From an optimization exercise on the open Yosys and OpenROAD flow, aimed at small area, a short achievable clock period and few clock cycles; shortcuts taken in it are not production practice.
Function not checked in this run: the RTL went through the layout flow alone.

<file path="flow/flow/run.sh">
#!/bin/bash
set -euo pipefail
MARGIN=$(cat flow/margin.txt)
bash standard.sh \
  "SETUP_SLACK_MARGIN=$MARGIN" \
  "BUFFER_PORTS_ARGS=-buffer_cell sky130_fd_sc_hd__buf_1" \
  finish > standard.log 2>&1
</file>
<file path="flow/flow/margin.txt">
7.0
</file>
<file path="flow/standard.sh">
#!/bin/bash
# synth_recipe.tcl (not shown) runs the flow's synth.tcl, then flattens the netlist and writes it again
# the make line also repeats each setting of config.mk as NAME=value (left out here)
make -C /OpenROAD-flow-scripts/flow DESIGN_CONFIG=/design/flow/config.mk WORK_HOME=/design/flow/orfs CLKGATE_MAP_FILE= SYNTH_SCRIPT=/design/flow/synth_recipe.tcl "${@:-finish}"
</file>
<file path="flow/config.mk">
export PLATFORM = sky130hd
export DESIGN_NAME = sqrt_u32
export DESIGN_NICKNAME = sqrt_u32
export VERILOG_FILES = /design/flow/design.v
export SDC_FILE = /design/flow/constraint.sdc
export NUM_CORES = 4
export LEC_CHECK = 0
export CAP_MARGIN = 20
export CORE_MARGIN = 2
export CORE_UTILIZATION = 40
export SLEW_MARGIN = 20
</file>
<file path="flow/constraint.sdc">
create_clock -name core_clock -period 10.0 [get_ports {clk}]
set_input_delay 2.0000 -clock core_clock [delete_from_list [all_inputs] [get_ports {clk}]]
set_output_delay 2.0000 -clock core_clock [all_outputs]
set_load 0.01 [all_outputs]
</file>
<file path="flow/design.v">
module sqrt_u32(
        input             clk,
        input             rst_n,
        input             vld_in,
        input      [31:0] x,
        output reg        vld_out,
        output     [15:0] y
    );
    reg          busy;
    reg [3:0]    cnt;                       
    reg [16:0]   r;                         
    reg [15:0]   q;                         
    reg [23:0]  xs;                        
    assign y = q;
    function [32:0] step(input [32:0] rq, input [1:0] xx);
        reg [18:0] c;
        reg [18:0] b;
        reg [18:0] d;
        reg        s;
        begin
            s = rq[32];
            c = {rq[32:16], xx};
            b = {{2{~s}}, rq[14:0] ^ {15{~s}}, 1'b1, s};
            d = c + b + {18'd0, ~s};
            step = {d[16:0], rq[14:0], ~d[18]};
        end
    endfunction
    reg [32:0] ld;                          
    always @* begin
        case (x[31:24])
            8'd0: ld = {17'h1ffff, 16'd0};
            8'd1: ld = {17'h00000, 16'd1};
            8'd2: ld = {17'h00001, 16'd1};
            8'd3: ld = {17'h00002, 16'd1};
            8'd4: ld = {17'h1fffb, 16'd2};
            8'd5: ld = {17'h1fffc, 16'd2};
            8'd6: ld = {17'h1fffd, 16'd2};
            8'd7: ld = {17'h1fffe, 16'd2};
            8'd8: ld = {17'h1ffff, 16'd2};
            8'd9: ld = {17'h00000, 16'd3};
            8'd10: ld = {17'h00001, 16'd3};
            8'd11: ld = {17'h00002, 16'd3};
            8'd12: ld = {17'h00003, 16'd3};
            8'd13: ld = {17'h00004, 16'd3};
            8'd14: ld = {17'h00005, 16'd3};
            8'd15: ld = {17'h00006, 16'd3};
            8'd16: ld = {17'h1fff7, 16'd4};
            8'd17: ld = {17'h1fff8, 16'd4};
            8'd18: ld = {17'h1fff9, 16'd4};
            8'd19: ld = {17'h1fffa, 16'd4};
            8'd20: ld = {17'h1fffb, 16'd4};
            8'd21: ld = {17'h1fffc, 16'd4};
            8'd22: ld = {17'h1fffd, 16'd4};
            8'd23: ld = {17'h1fffe, 16'd4};
            8'd24: ld = {17'h1ffff, 16'd4};
            8'd25: ld = {17'h00000, 16'd5};
            8'd26: ld = {17'h00001, 16'd5};
            8'd27: ld = {17'h00002, 16'd5};
            8'd28: ld = {17'h00003, 16'd5};
            8'd29: ld = {17'h00004, 16'd5};
            8'd30: ld = {17'h00005, 16'd5};
            8'd31: ld = {17'h00006, 16'd5};
            8'd32: ld = {17'h00007, 16'd5};
            8'd33: ld = {17'h00008, 16'd5};
            8'd34: ld = {17'h00009, 16'd5};
            8'd35: ld = {17'h0000a, 16'd5};
            8'd36: ld = {17'h1fff3, 16'd6};
            8'd37: ld = {17'h1fff4, 16'd6};
            8'd38: ld = {17'h1fff5, 16'd6};
            8'd39: ld = {17'h1fff6, 16'd6};
            8'd40: ld = {17'h1fff7, 16'd6};
            8'd41: ld = {17'h1fff8, 16'd6};
            8'd42: ld = {17'h1fff9, 16'd6};
            8'd43: ld = {17'h1fffa, 16'd6};
            8'd44: ld = {17'h1fffb, 16'd6};
            8'd45: ld = {17'h1fffc, 16'd6};
            8'd46: ld = {17'h1fffd, 16'd6};
            8'd47: ld = {17'h1fffe, 16'd6};
            8'd48: ld = {17'h1ffff, 16'd6};
            8'd49: ld = {17'h00000, 16'd7};
            8'd50: ld = {17'h00001, 16'd7};
            8'd51: ld = {17'h00002, 16'd7};
            8'd52: ld = {17'h00003, 16'd7};
            8'd53: ld = {17'h00004, 16'd7};
            8'd54: ld = {17'h00005, 16'd7};
            8'd55: ld = {17'h00006, 16'd7};
            8'd56: ld = {17'h00007, 16'd7};
            8'd57: ld = {17'h00008, 16'd7};
            8'd58: ld = {17'h00009, 16'd7};
            8'd59: ld = {17'h0000a, 16'd7};
            8'd60: ld = {17'h0000b, 16'd7};
            8'd61: ld = {17'h0000c, 16'd7};
            8'd62: ld = {17'h0000d, 16'd7};
            8'd63: ld = {17'h0000e, 16'd7};
            8'd64: ld = {17'h1ffef, 16'd8};
            8'd65: ld = {17'h1fff0, 16'd8};
            8'd66: ld = {17'h1fff1, 16'd8};
            8'd67: ld = {17'h1fff2, 16'd8};
            8'd68: ld = {17'h1fff3, 16'd8};
            8'd69: ld = {17'h1fff4, 16'd8};
            8'd70: ld = {17'h1fff5, 16'd8};
            8'd71: ld = {17'h1fff6, 16'd8};
            8'd72: ld = {17'h1fff7, 16'd8};
            8'd73: ld = {17'h1fff8, 16'd8};
            8'd74: ld = {17'h1fff9, 16'd8};
            8'd75: ld = {17'h1fffa, 16'd8};
            8'd76: ld = {17'h1fffb, 16'd8};
            8'd77: ld = {17'h1fffc, 16'd8};
            8'd78: ld = {17'h1fffd, 16'd8};
            8'd79: ld = {17'h1fffe, 16'd8};
            8'd80: ld = {17'h1ffff, 16'd8};
            8'd81: ld = {17'h00000, 16'd9};
            8'd82: ld = {17'h00001, 16'd9};
            8'd83: ld = {17'h00002, 16'd9};
            8'd84: ld = {17'h00003, 16'd9};
            8'd85: ld = {17'h00004, 16'd9};
            8'd86: ld = {17'h00005, 16'd9};
            8'd87: ld = {17'h00006, 16'd9};
            8'd88: ld = {17'h00007, 16'd9};
            8'd89: ld = {17'h00008, 16'd9};
            8'd90: ld = {17'h00009, 16'd9};
            8'd91: ld = {17'h0000a, 16'd9};
            8'd92: ld = {17'h0000b, 16'd9};
            8'd93: ld = {17'h0000c, 16'd9};
            8'd94: ld = {17'h0000d, 16'd9};
            8'd95: ld = {17'h0000e, 16'd9};
            8'd96: ld = {17'h0000f, 16'd9};
            8'd97: ld = {17'h00010, 16'd9};
            8'd98: ld = {17'h00011, 16'd9};
            8'd99: ld = {17'h00012, 16'd9};
            8'd100: ld = {17'h1ffeb, 16'd10};
            8'd101: ld = {17'h1ffec, 16'd10};
            8'd102: ld = {17'h1ffed, 16'd10};
            8'd103: ld = {17'h1ffee, 16'd10};
            8'd104: ld = {17'h1ffef, 16'd10};
            8'd105: ld = {17'h1fff0, 16'd10};
            8'd106: ld = {17'h1fff1, 16'd10};
            8'd107: ld = {17'h1fff2, 16'd10};
            8'd108: ld = {17'h1fff3, 16'd10};
            8'd109: ld = {17'h1fff4, 16'd10};
            8'd110: ld = {17'h1fff5, 16'd10};
            8'd111: ld = {17'h1fff6, 16'd10};
            8'd112: ld = {17'h1fff7, 16'd10};
            8'd113: ld = {17'h1fff8, 16'd10};
            8'd114: ld = {17'h1fff9, 16'd10};
            8'd115: ld = {17'h1fffa, 16'd10};
            8'd116: ld = {17'h1fffb, 16'd10};
            8'd117: ld = {17'h1fffc, 16'd10};
            8'd118: ld = {17'h1fffd, 16'd10};
            8'd119: ld = {17'h1fffe, 16'd10};
            8'd120: ld = {17'h1ffff, 16'd10};
            8'd121: ld = {17'h00000, 16'd11};
            8'd122: ld = {17'h00001, 16'd11};
            8'd123: ld = {17'h00002, 16'd11};
            8'd124: ld = {17'h00003, 16'd11};
            8'd125: ld = {17'h00004, 16'd11};
            8'd126: ld = {17'h00005, 16'd11};
            8'd127: ld = {17'h00006, 16'd11};
            8'd128: ld = {17'h00007, 16'd11};
            8'd129: ld = {17'h00008, 16'd11};
            8'd130: ld = {17'h00009, 16'd11};
            8'd131: ld = {17'h0000a, 16'd11};
            8'd132: ld = {17'h0000b, 16'd11};
            8'd133: ld = {17'h0000c, 16'd11};
            8'd134: ld = {17'h0000d, 16'd11};
            8'd135: ld = {17'h0000e, 16'd11};
            8'd136: ld = {17'h0000f, 16'd11};
            8'd137: ld = {17'h00010, 16'd11};
            8'd138: ld = {17'h00011, 16'd11};
            8'd139: ld = {17'h00012, 16'd11};
            8'd140: ld = {17'h00013, 16'd11};
            8'd141: ld = {17'h00014, 16'd11};
            8'd142: ld = {17'h00015, 16'd11};
            8'd143: ld = {17'h00016, 16'd11};
            8'd144: ld = {17'h1ffe7, 16'd12};
            8'd145: ld = {17'h1ffe8, 16'd12};
            8'd146: ld = {17'h1ffe9, 16'd12};
            8'd147: ld = {17'h1ffea, 16'd12};
            8'd148: ld = {17'h1ffeb, 16'd12};
            8'd149: ld = {17'h1ffec, 16'd12};
            8'd150: ld = {17'h1ffed, 16'd12};
            8'd151: ld = {17'h1ffee, 16'd12};
            8'd152: ld = {17'h1ffef, 16'd12};
            8'd153: ld = {17'h1fff0, 16'd12};
            8'd154: ld = {17'h1fff1, 16'd12};
            8'd155: ld = {17'h1fff2, 16'd12};
            8'd156: ld = {17'h1fff3, 16'd12};
            8'd157: ld = {17'h1fff4, 16'd12};
            8'd158: ld = {17'h1fff5, 16'd12};
            8'd159: ld = {17'h1fff6, 16'd12};
            8'd160: ld = {17'h1fff7, 16'd12};
            8'd161: ld = {17'h1fff8, 16'd12};
            8'd162: ld = {17'h1fff9, 16'd12};
            8'd163: ld = {17'h1fffa, 16'd12};
            8'd164: ld = {17'h1fffb, 16'd12};
            8'd165: ld = {17'h1fffc, 16'd12};
            8'd166: ld = {17'h1fffd, 16'd12};
            8'd167: ld = {17'h1fffe, 16'd12};
            8'd168: ld = {17'h1ffff, 16'd12};
            8'd169: ld = {17'h00000, 16'd13};
            8'd170: ld = {17'h00001, 16'd13};
            8'd171: ld = {17'h00002, 16'd13};
            8'd172: ld = {17'h00003, 16'd13};
            8'd173: ld = {17'h00004, 16'd13};
            8'd174: ld = {17'h00005, 16'd13};
            8'd175: ld = {17'h00006, 16'd13};
            8'd176: ld = {17'h00007, 16'd13};
            8'd177: ld = {17'h00008, 16'd13};
            8'd178: ld = {17'h00009, 16'd13};
            8'd179: ld = {17'h0000a, 16'd13};
            8'd180: ld = {17'h0000b, 16'd13};
            8'd181: ld = {17'h0000c, 16'd13};
            8'd182: ld = {17'h0000d, 16'd13};
            8'd183: ld = {17'h0000e, 16'd13};
            8'd184: ld = {17'h0000f, 16'd13};
            8'd185: ld = {17'h00010, 16'd13};
            8'd186: ld = {17'h00011, 16'd13};
            8'd187: ld = {17'h00012, 16'd13};
            8'd188: ld = {17'h00013, 16'd13};
            8'd189: ld = {17'h00014, 16'd13};
            8'd190: ld = {17'h00015, 16'd13};
            8'd191: ld = {17'h00016, 16'd13};
            8'd192: ld = {17'h00017, 16'd13};
            8'd193: ld = {17'h00018, 16'd13};
            8'd194: ld = {17'h00019, 16'd13};
            8'd195: ld = {17'h0001a, 16'd13};
            8'd196: ld = {17'h1ffe3, 16'd14};
            8'd197: ld = {17'h1ffe4, 16'd14};
            8'd198: ld = {17'h1ffe5, 16'd14};
            8'd199: ld = {17'h1ffe6, 16'd14};
            8'd200: ld = {17'h1ffe7, 16'd14};
            8'd201: ld = {17'h1ffe8, 16'd14};
            8'd202: ld = {17'h1ffe9, 16'd14};
            8'd203: ld = {17'h1ffea, 16'd14};
            8'd204: ld = {17'h1ffeb, 16'd14};
            8'd205: ld = {17'h1ffec, 16'd14};
            8'd206: ld = {17'h1ffed, 16'd14};
            8'd207: ld = {17'h1ffee, 16'd14};
            8'd208: ld = {17'h1ffef, 16'd14};
            8'd209: ld = {17'h1fff0, 16'd14};
            8'd210: ld = {17'h1fff1, 16'd14};
            8'd211: ld = {17'h1fff2, 16'd14};
            8'd212: ld = {17'h1fff3, 16'd14};
            8'd213: ld = {17'h1fff4, 16'd14};
            8'd214: ld = {17'h1fff5, 16'd14};
            8'd215: ld = {17'h1fff6, 16'd14};
            8'd216: ld = {17'h1fff7, 16'd14};
            8'd217: ld = {17'h1fff8, 16'd14};
            8'd218: ld = {17'h1fff9, 16'd14};
            8'd219: ld = {17'h1fffa, 16'd14};
            8'd220: ld = {17'h1fffb, 16'd14};
            8'd221: ld = {17'h1fffc, 16'd14};
            8'd222: ld = {17'h1fffd, 16'd14};
            8'd223: ld = {17'h1fffe, 16'd14};
            8'd224: ld = {17'h1ffff, 16'd14};
            8'd225: ld = {17'h00000, 16'd15};
            8'd226: ld = {17'h00001, 16'd15};
            8'd227: ld = {17'h00002, 16'd15};
            8'd228: ld = {17'h00003, 16'd15};
            8'd229: ld = {17'h00004, 16'd15};
            8'd230: ld = {17'h00005, 16'd15};
            8'd231: ld = {17'h00006, 16'd15};
            8'd232: ld = {17'h00007, 16'd15};
            8'd233: ld = {17'h00008, 16'd15};
            8'd234: ld = {17'h00009, 16'd15};
            8'd235: ld = {17'h0000a, 16'd15};
            8'd236: ld = {17'h0000b, 16'd15};
            8'd237: ld = {17'h0000c, 16'd15};
            8'd238: ld = {17'h0000d, 16'd15};
            8'd239: ld = {17'h0000e, 16'd15};
            8'd240: ld = {17'h0000f, 16'd15};
            8'd241: ld = {17'h00010, 16'd15};
            8'd242: ld = {17'h00011, 16'd15};
            8'd243: ld = {17'h00012, 16'd15};
            8'd244: ld = {17'h00013, 16'd15};
            8'd245: ld = {17'h00014, 16'd15};
            8'd246: ld = {17'h00015, 16'd15};
            8'd247: ld = {17'h00016, 16'd15};
            8'd248: ld = {17'h00017, 16'd15};
            8'd249: ld = {17'h00018, 16'd15};
            8'd250: ld = {17'h00019, 16'd15};
            8'd251: ld = {17'h0001a, 16'd15};
            8'd252: ld = {17'h0001b, 16'd15};
            8'd253: ld = {17'h0001c, 16'd15};
            8'd254: ld = {17'h0001d, 16'd15};
            8'd255: ld = {17'h0001e, 16'd15};
            default: ld = 33'd0;
        endcase
    end
    reg [32:0] it;                          
    integer k;
    always @* begin
        it = {r, q};
        for (k = 0; k < 1; k = k + 1)
            it = step(it, xs[23-2*k -: 2]);
    end
    always @(posedge clk or negedge rst_n) begin
        if (!rst_n) begin
            busy    <= 1'b0;
            vld_out <= 1'b0;
        end else begin
            vld_out <= busy && cnt == 4'd0;
            if (!busy)
                busy <= vld_in;
            else if (cnt == 4'd0)
                busy <= 1'b0;
        end
    end
    always @(posedge clk) begin
        if (!busy) begin
            {r, q} <= ld;
            xs     <= x[23:0];
            cnt    <= 4'd11;
        end else begin
            {r, q} <= it;
            xs     <= xs << 2;
            cnt    <= cnt - 4'd1;
        end
    end
endmodule
</file>
==> impl_metrics.py <==
metrics = {
    "run_status": {
        "status": "did not finish",
        "failing_step": "synthesis",
        "error": "ERROR: TCL interpreter returned an error: Source files actually used in the design:",
    },
    "synth": {
        "synth_warnings": 1,
    },
}
